This design comes from an exercise in tuning for small area on the open sky130 flow, not from production work.
The RTL was checked by simulation tests, not by an equivalence proof against the original design.
Power and IR drop assume default switching activity.

Setup of wip/tundra:
## TLP_Completer
module TLP_Completer (
	clk,
	reset,
	in_data,
	in_ready,
	buffer_ready0,
	buffer_ready1,
	buffer_ready2,
	buffer_ready3,
	out_data0,
	out_data1,
	out_data2,
	out_data3
);
Size in the first run: roughly 2600 cells after synthesis, about 600 flip-flops, roughly 180 I/O pins.
clock: 10.0 ns
lec_check: 0
abc_area: 1
abc_clock_period_in_ps: 10000
cap_margin: 20
core_margin: 2
core_utilization: 40
slew_margin: 20
standard.sh (not shown) runs the stock make flow with config.mk's settings and CLKGATE_MAP_FILE= SYNTH_SCRIPT=/design/flow/synth_recipe.tcl, a recipe that flattens the netlist after the stock synthesis.
==> flow/flow/run.sh <==
#!/bin/bash
# The standard layout, with single-strength port buffers and a clock tree
# without dummy loads. Each tool's output goes to standard.log.
set -euo pipefail
export BUFFER_PORTS_ARGS="-buffer_cell sky130_fd_sc_hd__buf_1"
export CTS_ARGS="-sink_clustering_enable -repair_clock_nets -dont_use_dummy_load -buf_list sky130_fd_sc_hd__clkbuf_8 -sink_clustering_size 14 -sink_clustering_max_diameter 80"
bash standard.sh finish > standard.log 2>&1
The inputs of wip/fjord differ from those of wip/tundra as listed below.
Settings: changing ABC_AREA from 1 to 0.
--- outcome ---
Area growth from synthesis to layout for wip/fjord: 0.59 points up relative to wip/tundra. Combinational fraction of design power: higher on wip/fjord. wip/tundra → wip/fjord: share of the clock period used by the worst path has increased; maximum frequency has decreased; hold slack has increased; die area has increased.
Relative to wip/fjord, the following input files were edited for wip/quartz:
Settings: ABC_AREA now 1, was 0; ABC_CLOCK_PERIOD_IN_PS no longer set, was 10000.
==> flow/flow/run.sh <==
#!/bin/bash
# The standard layout, with single-strength port buffers and a clock tree
# without dummy loads. Each tool's output goes to standard.log.
set -euo pipefail
export BUFFER_PORTS_ARGS="-buffer_cell sky130_fd_sc_hd__buf_1"
export CTS_ARGS="-sink_clustering_enable -repair_clock_nets -dont_use_dummy_load -buf_list sky130_fd_sc_hd__clkbuf_16 -sink_clustering_size 24 -sink_clustering_max_diameter 100"
bash standard.sh finish > standard.log 2>&1
[summary]
wip/quartz ended up with OLR1.egress.out0[7] as its end point of the critical path; wip/fjord ended up with OLR1.ingress.pctl. wip/quartz vs. wip/fjord: count of non-CTS buffers in the layout now smaller; height of the die moved down; highest clock frequency the design can meet rose by about 34%; power in sequential cells went down; slew at the pin with the worst max-slew slack saw a decrease. wip/quartz — setup slack 1.85 ns higher, wip/fjord as reference. The combinational power of wip/quartz is lower than that of wip/fjord. Run comparison: wip/fjord timing startpoint of the critical path in_data[9]; wip/quartz timing startpoint of the critical path OLR1.egress.pc.
#### Input delta (wip/onyx over wip/quartz)
==> flow/flow/run.sh <==
#!/bin/bash
# The standard layout, with single-strength port buffers and a clock tree
# without dummy loads. Each tool's output goes to standard.log.
set -euo pipefail
export BUFFER_PORTS_ARGS="-buffer_cell sky130_fd_sc_hd__buf_1"
export CTS_ARGS="-sink_clustering_enable -repair_clock_nets -dont_use_dummy_load -buf_list sky130_fd_sc_hd__clkbuf_8 -sink_clustering_size 14 -sink_clustering_max_diameter 80"
bash standard.sh finish > standard.log 2>&1
### Flow results
Per the final summary, wip/onyx finished and its layout is clean on timing, DRC and antenna. wip/quartz finished all stages; the layout is clean. Side by side, wire length of the first global-routing pass turned out higher in wip/onyx than in wip/quartz. wip/onyx — measured slew at the worst slew-check pin 0.020 ns lower, wip/quartz as reference. wip/onyx vs wip/quartz — area overhead of the layout relative to synthesis dropped 0.32 points. The longest individual stage delay on the worst path on wip/quartz is in line with that on wip/onyx. Compared wip/onyx against wip/quartz; final core utilization within noise. Compared with wip/quartz, wip/onyx shows number of non-clock buffers in the layout lower by 1. Per the comparison of wip/onyx with wip/quartz, number of levels the H-tree was split into higher, minimum clock period higher. wip/quartz → wip/onyx: cell area after layout saw little to no change; sequential portion of the cell area saw an increase.
--- input diff wip/onyx..wip/xenon ---
==> flow/flow/run.sh <==
#!/bin/bash
# The standard layout with three changes: the combinational logic is re-mapped
# for area after the floorplan, the port buffers are single strength, and the
# clock tree has no dummy loads. Each tool writes its output to a log here.
set -euo pipefail
export BUFFER_PORTS_ARGS="-buffer_cell sky130_fd_sc_hd__buf_1"
export CTS_ARGS="-sink_clustering_enable -repair_clock_nets -dont_use_dummy_load -buf_list sky130_fd_sc_hd__clkbuf_8 -sink_clustering_size 14 -sink_clustering_max_diameter 80"
bash standard.sh floorplan > standard_floorplan.log 2>&1
export RES_DIR=$PWD/orfs/results/sky130hd/TLP_Completer/base
export RMP_DIR=$PWD/rmp
export RMP_LIB=$PWD/rmp/cells.lib
mkdir -p rmp
python3 flow/filter_lib.py "$FLOW_HOME/platforms/sky130hd/config.mk" \
	"$FLOW_HOME/platforms/sky130hd/lib/sky130_fd_sc_hd__tt_025C_1v80.lib" "$RMP_LIB" > filter_lib.log 2>&1
openroad -no_init -exit flow/restructure.tcl > restructure.log 2>&1
rm -f "$RMP_LIB"
bash standard.sh finish > standard_finish.log 2>&1
==> flow/flow/filter_lib.py (new file) <==
#!/usr/bin/env python3
"""Copy a liberty file without the cells the platform marks don't-use.

usage: filter_lib.py platform_config.mk in.lib out.lib
"""
import re
import sys

cfg, src, dst = sys.argv[1:4]
text = open(cfg).read()
m = re.search(r"DONT_USE_CELLS\s*\+?=((?:[^\n]*\\\n)*[^\n]*)", text)
dont = set(m.group(1).replace("\\", " ").split())
lines = open(src).read().split("\n")
out = []
skip = 0
depth = 0
for line in lines:
    if skip:
        depth += line.count("{") - line.count("}")
        if depth <= 0:
            skip = 0
        continue
    c = re.match(r'\s*cell\s*\(\s*"?([\w]+)"?\s*\)', line)
    if c and (c.group(1) in dont or "lpflow" in c.group(1) or "probe" in c.group(1)):
        depth = line.count("{") - line.count("}")
        skip = 1
        continue
    out.append(line)
open(dst, "w").write("\n".join(out))
==> flow/flow/restructure.tcl (new file) <==
# Re-map the combinational logic of the floorplanned design for area.
# Registers, ports, tap cells and the power grid are left as they are.
set res $::env(RES_DIR)
read_db $res/2_floorplan.odb
read_liberty $::env(FLOW_HOME)/platforms/sky130hd/lib/sky130_fd_sc_hd__tt_025C_1v80.lib
read_sdc $res/2_floorplan.sdc
report_design_area
restructure -target area -liberty_file $::env(RMP_LIB) \
	-tielo_port sky130_fd_sc_hd__conb_1/LO -tiehi_port sky130_fd_sc_hd__conb_1/HI \
	-work_dir $::env(RMP_DIR) -abc_logfile $::env(RMP_DIR)/abc.log
report_design_area
write_db $res/2_floorplan.odb
## What came out
For the sequential share of cell area, wip/xenon came in 5.2 points higher than wip/onyx did.
wip/xenon vs. wip/onyx: worst setup slack went down 2.69 ns, count of clock-net buffers in the final layout went up about 2%, met3 track utilization from global routing went up 0.66 points, combinational cell fraction of total power went down 4.0 points, first-pass GRT wire length went down 6.3%.
wip/xenon against wip/onyx; placed standard-cell area is down by a little under 10%.

==> what the ideal ports hide <==
Ports are ideal in the flow. The routed layouts listed here were re-timed in OpenROAD.
Step 1 sets driving cells, clkbuf_16 on the clock port and buf_2 on the other inputs (assumed; they add their load-dependent delay and slew).
Step 2 times the ports against the registers' clock, not the clock port: input delays grow and output delays shrink by t, the midpoint of the rising clock arrivals with the driver on.
a / b / c = ideal ports / drivers / drivers and shift; a / b = the first two.
run	t (ns)	slack for setup (ns)	hold slack, ns	worst register clock-pin slew, ns	pins driven straight from the clock port
wip/tundra	0.680	4.609 / 4.609 / 4.150	0.413 / 0.413 / 0.413	0.10 / 0.10	1
wip/fjord	0.695	2.762 / 2.801 / 2.106	0.422 / 0.422 / 0.422	0.11 / 0.11	1
wip/quartz	0.655	4.616 / 4.616 / 4.118	0.413 / 0.413 / 0.413	0.10 / 0.10	1
wip/onyx	0.680	4.609 / 4.609 / 4.150	0.413 / 0.413 / 0.413	0.10 / 0.10	1
wip/xenon	0.696	1.920 / 1.953 / 1.257	0.418 / 0.418 / 0.418	0.10 / 0.10	1
After both steps every run listed still meets setup and hold. For wip/xenon, which loses most, drivers alone change the setup slack by +0.033 ns; drivers and shift together by -0.663 ns.
